This design comes from an exercise in tuning for small area on the open sky130 flow, not from production work. At most, simulation tests tie the RTL to the original design; equivalence was not proved. The flow treats the clock pin as an ideal source. Dropping or thinning the clock tree relies on that and would not hold on a real chip. Power figures rest on the tool's default switching activity, not on a simulated workload.

==> inputs of job 6978 <==
Design tbot, start of the top module:
module tbot(clock, m1_en, reset, m1_dir, m1_led, m1_stepperPins, m2_en, m2_dir, m2_led, m2_stepperPins, machine_on, sig, led);
input clock, reset;
input m1_dir, m2_dir, m1_en, m2_en;
output [2:0] m1_led;
output [2:0] m2_led;
output [3:0] m1_stepperPins;
output [3:0] m2_stepperPins;
input machine_on;
output sig, led;
reg  [19:0] c1;
wire [19:0] c1_d;
wire c1_end_n, c1_clr;
wire c1_m_0, c1_m_1, c1_m_2, c1_m_3, c1_m_4, c1_m_5, c1_m_6;
nand4g c1_m_0_g(.A(c1[19]), .B(c1[16]), .C(c1[10]), .D(c1[5]), .Y(c1_m_0));
nand4g c1_m_1_g(.A(c1[18]), .B(c1[15]), .C(c1[9]), .D(c1[4]), .Y(c1_m_1));
nand4g c1_m_2_g(.A(c1[17]), .B(c1[13]), .C(c1[7]), .D(c1[1]), .Y(c1_m_2));
nor4g c1_m_3_g(.A(c1[14]), .B(c1[8]), .C(c1[2]), .D(c1_m_2), .Y(c1_m_3));
nor3g c1_m_4_g(.A(c1[12]), .B(c1[6]), .C(c1_m_0), .Y(c1_m_4));
nor3g c1_m_5_g(.A(c1[11]), .B(c1[3]), .C(c1_m_1), .Y(c1_m_5));
nand3g c1_m_6_g(.A(c1_m_3), .B(c1_m_4), .C(c1_m_5), .Y(c1_m_6));
assign c1_end_n = c1_m_6;
nand2g   c1_c(.A(reset), .B(c1_end_n), .Y(c1_clr));   
nor2g  c1_g_0(.A(c1_fb_n), .B(c1_clr), .Y(c1_d[0]));
nor2g  c1_g_1(.A(c1[0]), .B(c1_clr), .Y(c1_d[1]));
nor2g  c1_g_2(.A(c1[1]), .B(c1_clr), .Y(c1_d[2]));
nor2g  c1_g_3(.A(c1[2]), .B(c1_clr), .Y(c1_d[3]));
nor2g  c1_g_4(.A(c1[3]), .B(c1_clr), .Y(c1_d[4]));
nor2g  c1_g_5(.A(c1[4]), .B(c1_clr), .Y(c1_d[5]));
nor2g  c1_g_6(.A(c1[5]), .B(c1_clr), .Y(c1_d[6]));
nor2g  c1_g_7(.A(c1[6]), .B(c1_clr), .Y(c1_d[7]));
nor2g  c1_g_8(.A(c1[7]), .B(c1_clr), .Y(c1_d[8]));
nor2g  c1_g_9(.A(c1[8]), .B(c1_clr), .Y(c1_d[9]));
nor2g  c1_g_10(.A(c1[9]), .B(c1_clr), .Y(c1_d[10]));
nor2g  c1_g_11(.A(c1[10]), .B(c1_clr), .Y(c1_d[11]));
  ...
==> flow/config.mk <==
export PLATFORM = sky130hd
export DESIGN_NAME = tbot
export DESIGN_NICKNAME = tbot
export VERILOG_FILES = /design/flow/design.v
export SDC_FILE = /design/flow/constraint.sdc
export NUM_CORES = 4
export LEC_CHECK = 0
export ABC_AREA = 1
export CAP_MARGIN = 20
export CORE_AREA = 2 2 60 60
export DIE_AREA = 0 0 62 62
export PLACE_DENSITY = 0.8
export SLEW_MARGIN = 20
==> flow/constraint.sdc <==
create_clock -name core_clock -period 10.0 [get_ports {clock}]
set_input_delay 2.0000 -clock core_clock [delete_from_list [all_inputs] [get_ports {clock}]]
set_output_delay 2.0000 -clock core_clock [all_outputs]
set_load 0.01 [all_outputs]
standard.sh (not shown) runs the stock make flow with config.mk's settings and CLKGATE_MAP_FILE= SYNTH_SCRIPT=/design/flow/synth_recipe.tcl, a recipe that flattens the netlist after the stock synthesis.
==> flow/flow/run.sh <==
#!/bin/bash
# Own flow: the standard layout (standard.sh) with changes that only
# affect how the same design is laid out:
#  1. synthesis: the standard synthesis, except that the small
#     combinational modules of the design (k_* and the single gates *g) are
#     mapped one by one (kept as hierarchy until the standard flow's final flatten), and
#     ABC maps with an area-oriented script (flow/abc_area2.script).  The
#     flops are the standard synthesis's.
#  2. port buffers are the minimum-size buffer (every port is still buffered).
#  3. after CTS, the clock tree is rebuilt as CLK_LEAVES buffers fed by the
#     clock port, each driving an equal share of the flops (flow/build_clk.tcl).
# Each tool's output goes to a log file in this folder (and ORFS's own logs).
set -euo pipefail
W=$PWD
export FLOW_FLOW_DIR=$W/flow

# The standard flow's synthesis script, with ABC's script replaced
sed -e "s|^source \$::env(SCRIPTS_DIR)/synth_preamble.tcl\$|&\nset abc_args [lreplace \$abc_args 1 1 $W/flow/abc_area2.script]|" \
    "$FLOW_HOME/scripts/synth.tcl" > "$W/synth_mod.tcl"
grep -q abc_area2 "$W/synth_mod.tcl"
sed -e "s|^source \$::env(SCRIPTS_DIR)/synth.tcl\$|source $W/synth_mod.tcl|" \
    "$W/synth_recipe.tcl" > "$W/my_synth.tcl"
grep -q synth_mod "$W/my_synth.tcl"

# the design's modules to keep through mapping
yosys -p "read_verilog -sv $FLOW_DESIGN; hierarchy -top $FLOW_TOP; ls" > "$W/modules.log" 2>&1
KEEP=$(sed -n '/modules:/,$p' "$W/modules.log" | awk 'NF==1{print $1}' | grep -E '^(k_[A-Za-z0-9_]*|nor2g|nand2g|o2bb2aig|a2bb2oig|invg|nand3g|nand4g|nor3g|nor4g)$' | tr '\n' ' ')
echo "kept modules: $KEEP" > "$W/keep.log"

export BUFFER_PORTS_ARGS="-buffer_cell sky130_fd_sc_hd__buf_1"
export CTS_ARGS="-sink_clustering_enable -repair_clock_nets -dont_use_dummy_load -buf_list sky130_fd_sc_hd__clkbuf_8"
export POST_CTS_TCL=$W/flow/post_cts.tcl
export CLK_LEAVES=${CLK_LEAVES:-3}
export CLK_LEAF_CELL=${CLK_LEAF_CELL:-sky130_fd_sc_hd__clkbuf_8}

bash standard.sh SYNTH_SCRIPT="$W/my_synth.tcl" SYNTH_KEEP_MODULES="$KEEP" finish > "$W/standard.log" 2>&1
Other scripts of this flow, unchanged in this note and not shown: flow/flow/abc_area2.script, flow/flow/build_clk.tcl, flow/flow/post_cts.tcl
==> job 8814 (differences from job 6978) <==
==> flow/design.v (replaced) <==
module signal(clk, reset, en, signal, led);
input clk, reset, en;
output reg signal;
output led;
reg  [9:0] ct;
wire [9:0] ct_d;
wire hold, shift_n, fb_n, sig_d;
k_ct_ctl ctl(.q(ct), .en(en), .reset(reset), .t(signal), .hold(hold), .shift_n(shift_n), .fb_n(fb_n), .t_d(sig_d));
o2bb2aig ct_g_0(.A1_N(ct[0]), .A2_N(hold), .B1(shift_n), .B2(fb_n), .Y(ct_d[0]));
o2bb2aig ct_g_1(.A1_N(ct[1]), .A2_N(hold), .B1(shift_n), .B2(ct[0]), .Y(ct_d[1]));
o2bb2aig ct_g_2(.A1_N(ct[2]), .A2_N(hold), .B1(shift_n), .B2(ct[1]), .Y(ct_d[2]));
o2bb2aig ct_g_3(.A1_N(ct[3]), .A2_N(hold), .B1(shift_n), .B2(ct[2]), .Y(ct_d[3]));
o2bb2aig ct_g_4(.A1_N(ct[4]), .A2_N(hold), .B1(shift_n), .B2(ct[3]), .Y(ct_d[4]));
o2bb2aig ct_g_5(.A1_N(ct[5]), .A2_N(hold), .B1(shift_n), .B2(ct[4]), .Y(ct_d[5]));
o2bb2aig ct_g_6(.A1_N(ct[6]), .A2_N(hold), .B1(shift_n), .B2(ct[5]), .Y(ct_d[6]));
o2bb2aig ct_g_7(.A1_N(ct[7]), .A2_N(hold), .B1(shift_n), .B2(ct[6]), .Y(ct_d[7]));
o2bb2aig ct_g_8(.A1_N(ct[8]), .A2_N(hold), .B1(shift_n), .B2(ct[7]), .Y(ct_d[8]));
o2bb2aig ct_g_9(.A1_N(ct[9]), .A2_N(hold), .B1(shift_n), .B2(ct[8]), .Y(ct_d[9]));
always @(posedge clk) begin
    ct <= ct_d;
    signal <= sig_d;
end
assign led = signal;
endmodule
module k_ct_ctl(input [9:0] q, input en, input reset, input t, output hold, output shift_n, output fb_n, output t_d);
wire ct_end = q[9] & q[8] & q[7] & q[6] & ~q[5] & q[3] & q[2] & ~q[1];    
assign hold = en & reset;
assign shift_n = en | ~reset | ct_end;
assign fb_n = ~(q[9] ^ q[6]);
assign t_d = reset & ~en & (t ^ ct_end);
endmodule
module stepper(clock, en, reset, dir, stepperPins);
input clock, reset, dir, en;
output [3:0] stepperPins;
reg  [9:0] c3;
wire [9:0] c3_d;
wire stp, clr, clr_n, fb_n;
k_c3_ctl ctl(.q(c3), .en(en), .reset(reset), .stp(stp), .clr(clr), .clr_n(clr_n), .fb_n(fb_n));
nor2g  c3_g_0(.A(fb_n), .B(clr), .Y(c3_d[0]));
nand2g c3_g_1(.A(c3[0]), .B(clr_n), .Y(c3_d[1]));
nand2g c3_g_2(.A(c3[1]), .B(clr_n), .Y(c3_d[2]));
nor2g  c3_g_3(.A(c3[2]), .B(clr), .Y(c3_d[3]));
nor2g  c3_g_4(.A(c3[3]), .B(clr), .Y(c3_d[4]));
nand2g c3_g_5(.A(c3[4]), .B(clr_n), .Y(c3_d[5]));
nor2g  c3_g_6(.A(c3[5]), .B(clr), .Y(c3_d[6]));
nand2g c3_g_7(.A(c3[6]), .B(clr_n), .Y(c3_d[7]));
nor2g  c3_g_8(.A(c3[7]), .B(clr), .Y(c3_d[8]));
nor2g  c3_g_9(.A(c3[8]), .B(clr), .Y(c3_d[9]));
always @(posedge clock)
    c3 <= c3_d;
reg  [2:0] step;
wire [2:0] step_d;
k_pos pos(.step(step), .stp(stp), .dir(dir), .reset(reset), .d(step_d), .pins(stepperPins));
always @(posedge clock)
    step <= step_d;
endmodule
module k_c3_ctl(input [9:0] q, input en, input reset, output stp, output clr, output clr_n, output fb_n);
wire [9:0] s = q ^ 10'b1010101010;    
wire z9 = ~|s[8:0];
wire ready = z9 & ~s[9];                    
wire fb = (s[9] ^ s[6]) & ~z9;              
assign stp = ready & en;
assign clr = ~reset | stp;
assign clr_n = ~clr;
assign fb_n = ~(fb ^ 0);
endmodule
module k_pos(input [2:0] step, input stp, input dir, input reset, output [2:0] d, output reg [3:0] pins);
reg [2:0] up, dn;
always @(*)
    case (step)
        3'd0:    begin up = 3'd3; dn = 3'd4; pins = 4'b1000; end   
        3'd1:    begin up = 3'd2; dn = 3'd5; pins = 4'b0010; end   
        3'd2:    begin up = 3'd6; dn = 3'd1; pins = 4'b0011; end   
        3'd3:    begin up = 3'd7; dn = 3'd0; pins = 4'b1100; end   
        3'd4:    begin up = 3'd0; dn = 3'd6; pins = 4'b1001; end   
        3'd5:    begin up = 3'd1; dn = 3'd7; pins = 4'b0110; end   
        3'd6:    begin up = 3'd4; dn = 3'd2; pins = 4'b0001; end   
        default: begin up = 3'd5; dn = 3'd3; pins = 4'b0100; end   
    endcase
assign d = ~reset ? 3'd0 : stp ? (dir ? up : dn) : step;
endmodule
module tbot(clock, m1_en, reset, m1_dir, m1_led, m1_stepperPins, m2_en, m2_dir, m2_led, m2_stepperPins, machine_on, sig, led);
input clock, reset;
input m1_dir, m2_dir, m1_en, m2_en;
output [2:0] m1_led;
output [2:0] m2_led;
output [3:0] m1_stepperPins;
output [3:0] m2_stepperPins;
input machine_on;
output sig, led;
reg  [19:0] c1;
wire [19:0] c1_d;
wire c1_end_n, c1_clr;
k_c1_end c1_e(.q(c1), .end_n(c1_end_n));             
nand2g   c1_c(.A(reset), .B(c1_end_n), .Y(c1_clr));   
nor2g  c1_g_0(.A(c1_fb_n), .B(c1_clr), .Y(c1_d[0]));
nor2g  c1_g_1(.A(c1[0]), .B(c1_clr), .Y(c1_d[1]));
nor2g  c1_g_2(.A(c1[1]), .B(c1_clr), .Y(c1_d[2]));
nor2g  c1_g_3(.A(c1[2]), .B(c1_clr), .Y(c1_d[3]));
nor2g  c1_g_4(.A(c1[3]), .B(c1_clr), .Y(c1_d[4]));
nor2g  c1_g_5(.A(c1[4]), .B(c1_clr), .Y(c1_d[5]));
nor2g  c1_g_6(.A(c1[5]), .B(c1_clr), .Y(c1_d[6]));
nor2g  c1_g_7(.A(c1[6]), .B(c1_clr), .Y(c1_d[7]));
nor2g  c1_g_8(.A(c1[7]), .B(c1_clr), .Y(c1_d[8]));
nor2g  c1_g_9(.A(c1[8]), .B(c1_clr), .Y(c1_d[9]));
nor2g  c1_g_10(.A(c1[9]), .B(c1_clr), .Y(c1_d[10]));
nor2g  c1_g_11(.A(c1[10]), .B(c1_clr), .Y(c1_d[11]));
nor2g  c1_g_12(.A(c1[11]), .B(c1_clr), .Y(c1_d[12]));
nor2g  c1_g_13(.A(c1[12]), .B(c1_clr), .Y(c1_d[13]));
nor2g  c1_g_14(.A(c1[13]), .B(c1_clr), .Y(c1_d[14]));
nor2g  c1_g_15(.A(c1[14]), .B(c1_clr), .Y(c1_d[15]));
nor2g  c1_g_16(.A(c1[15]), .B(c1_clr), .Y(c1_d[16]));
nor2g  c1_g_17(.A(c1[16]), .B(c1_clr), .Y(c1_d[17]));
nor2g  c1_g_18(.A(c1[17]), .B(c1_clr), .Y(c1_d[18]));
nor2g  c1_g_19(.A(c1[18]), .B(c1_clr), .Y(c1_d[19]));
wire c1_fb_n = ~(c1[19] ^ c1[16]);
always @(posedge clock)
    c1 <= c1_d;
reg  [2:0] sec_n;
wire [2:0] sec_d;
k_sec sec(.sec_n(sec_n), .c1_end_n(c1_end_n), .reset(reset), .d(sec_d));
always @(posedge clock)
    sec_n <= sec_d;
assign m1_led = sec_n;
assign m2_led = sec_n;
stepper s1(.clock(clock), .en(m1_en), .reset(reset), .dir(m1_dir), .stepperPins(m1_stepperPins));
stepper s2(.clock(clock), .en(m2_en), .reset(reset), .dir(m2_dir), .stepperPins(m2_stepperPins));
signal signal(.clk(clock), .reset(reset), .en(machine_on), .signal(sig), .led(led));
endmodule
module k_c1_end(input [19:0] q, output end_n);
assign end_n = ~(q[19] & q[18] & q[17] & q[16] & q[15] & ~q[14] & q[13] & ~q[12] & ~q[11] & q[10] & q[9] & ~q[8] & q[7] & ~q[6] & q[5] & q[4] & ~q[3] & ~q[2] & q[1]);
endmodule
module k_sec(input [2:0] sec_n, input c1_end_n, input reset, output [2:0] d);
wire inc = ~c1_end_n | (sec_n == 3'b000);
assign d = ~reset ? 3'b111 : inc ? sec_n - 3'd1 : sec_n;
endmodule
module nor2g(input A, input B, output Y);
assign Y = ~(A | B);
endmodule
module nand2g(input A, input B, output Y);
assign Y = ~(A & B);
endmodule
module o2bb2aig(input A1_N, input A2_N, input B1, input B2, output Y);
assign Y = ~((~A1_N | ~A2_N) & (B1 | B2));
endmodule
--- a/flow/flow/run.sh
+++ b/flow/flow/run.sh
@@ -21,13 +21,13 @@
 sed -e "s|^source \$::env(SCRIPTS_DIR)/synth.tcl\$|source $W/synth_mod.tcl|" \
     "$W/synth_recipe.tcl" > "$W/my_synth.tcl"
 grep -q synth_mod "$W/my_synth.tcl"
 
 # the design's modules to keep through mapping
 yosys -p "read_verilog -sv $FLOW_DESIGN; hierarchy -top $FLOW_TOP; ls" > "$W/modules.log" 2>&1
-KEEP=$(sed -n '/modules:/,$p' "$W/modules.log" | awk 'NF==1{print $1}' | grep -E '^(k_[A-Za-z0-9_]*|nor2g|nand2g|o2bb2aig|a2bb2oig|invg|nand3g|nand4g|nor3g|nor4g)$' | tr '\n' ' ')
+KEEP=$(sed -n '/modules:/,$p' "$W/modules.log" | awk 'NF==1{print $1}' | grep -E '^(k_[A-Za-z0-9_]*|nor2g|nand2g|o2bb2aig|a2bb2oig)$' | tr '\n' ' ')
 echo "kept modules: $KEEP" > "$W/keep.log"
 
 export BUFFER_PORTS_ARGS="-buffer_cell sky130_fd_sc_hd__buf_1"
 export CTS_ARGS="-sink_clustering_enable -repair_clock_nets -dont_use_dummy_load -buf_list sky130_fd_sc_hd__clkbuf_8"
 export POST_CTS_TCL=$W/flow/post_cts.tcl
 export CLK_LEAVES=${CLK_LEAVES:-3}
==> flow/config.mk (replaced) <==
export PLATFORM = sky130hd
export DESIGN_NAME = tbot
export DESIGN_NICKNAME = tbot
export VERILOG_FILES = /design/flow/design.v
export SDC_FILE = /design/flow/constraint.sdc
export NUM_CORES = 4
export LEC_CHECK = 0
export ABC_AREA = 1
export CAP_MARGIN = 20
export CORE_MARGIN = 2
export CORE_UTILIZATION = 70
export PLACE_DENSITY = 0.8
export SLEW_MARGIN = 20
==> summary of the runs <==
Job 8814 went through all stages and came out clean. Job 6978 went through all stages and came out clean.
Of job 6978 and job 8814, job 8814 has the higher combinational power (gap about 6%, measured against job 8814).
Cell count: job 6978 is larger than job 8814 (about 6%).
Fmax is about the same in job 8814 and job 6978.
Critical path depth is the same in job 6978 and job 8814.
Of job 6978 and job 8814, job 8814 has the higher final area (gap about 0.4%, measured against job 8814).
Between job 8814 and job 6978, the lower register-to-register slack is in job 8814 (gap 0.58 ns).
In job 8814 the clock skew is higher than in job 6978, by 0.0027 ns.
In sequential power, job 8814 and job 6978 hardly differ.
Synthesized cell count is the same in job 6978 and job 8814.
Core utilization: job 8814 is higher than job 6978 (14 points).
Against job 6978, the hold slack of job 8814 is worse by 0.0086 ns.
==> figures <==
                                                                 job 8814        job 6978
Outcome                                                    finished clean  finished clean
Wire length of the first global-routing pass                      5.75 mm         5.08 mm
Combinational power                                           0.0000174 W     0.0000163 W
Clock net power                                               0.0000836 W     0.0000843 W
Total Power                                                    0.000362 W      0.000362 W
Die width                                                         56.8 um           62 um
Post-DP HPWL                                                      2.37 mm         2.25 mm
Initial DRC Count                                                      34              54
Cell leakage power                                               0.793 nW        0.800 nW
Post-Route Hold Slack                                            0.394 ns        0.402 ns
Switching share of total power                                      0.206           0.207
Worst EP arrival                                                  3.28 ns         3.29 ns
Cell row count                                                         19              21
P_sw                                                          0.0000747 W     0.0000748 W
Count of multi-input combinational gates                              127             129
Avg Inst Size Synth                                            9.31 sq um      9.18 sq um
Register fraction of the total cell area                            0.576           0.578
Part of the total power dissipated in sequential elements           0.721           0.722
R2R Path End                                                     s2.c3[7]      s1.step[0]
Final setup slack of the worst path                               6.80 ns         6.81 ns
Cell area after placement                                      2050 sq um      2040 sq um
Number of tap cells inserted                                           31              46
Area of combinational cells with multiple inputs                652 sq um       632 sq um
No functional check of the RTL was part of job 8814. In every run of this note, the design's own scripts or RTL, not TritonCTS, make the clock network.

static timing again, ports no longer ideal:
How much do the figures lean on ideal ports? The routed layouts below were timed once more, with nothing changed but the port constraints. Step 1 (the two cells are an assumption about what drives the block):
set clk [get_ports {clock}]
set_driving_cell -lib_cell sky130_fd_sc_hd__clkbuf_16 $clk
set_driving_cell -lib_cell sky130_fd_sc_hd__buf_2 [delete_from_list [all_inputs] $clk]
Step 2 also shifts input and output timing later by t, the mid clock arrival at the registers, as if the neighbouring blocks saw the same clock. a / b / c = ideal / step 1 / step 2; a / b = the first two.
run | shift t [ns] | setup slack, ns | hold WS [ns] | clock arrival spread, ns
job 6978 | 0.204 | 6.809 / 6.823 / 6.619 | 0.402 / 0.402 / 0.402 | 0.007 / 0.007
job 8814 | 0.204 | 6.804 / 6.819 / 6.615 | 0.394 / 0.394 / 0.394 | 0.009 / 0.008
After both steps setup and hold are still met in every run listed. The setup slack of job 6978, which loses most, moves by +0.014 ns with the drivers and by -0.190 ns with both steps.
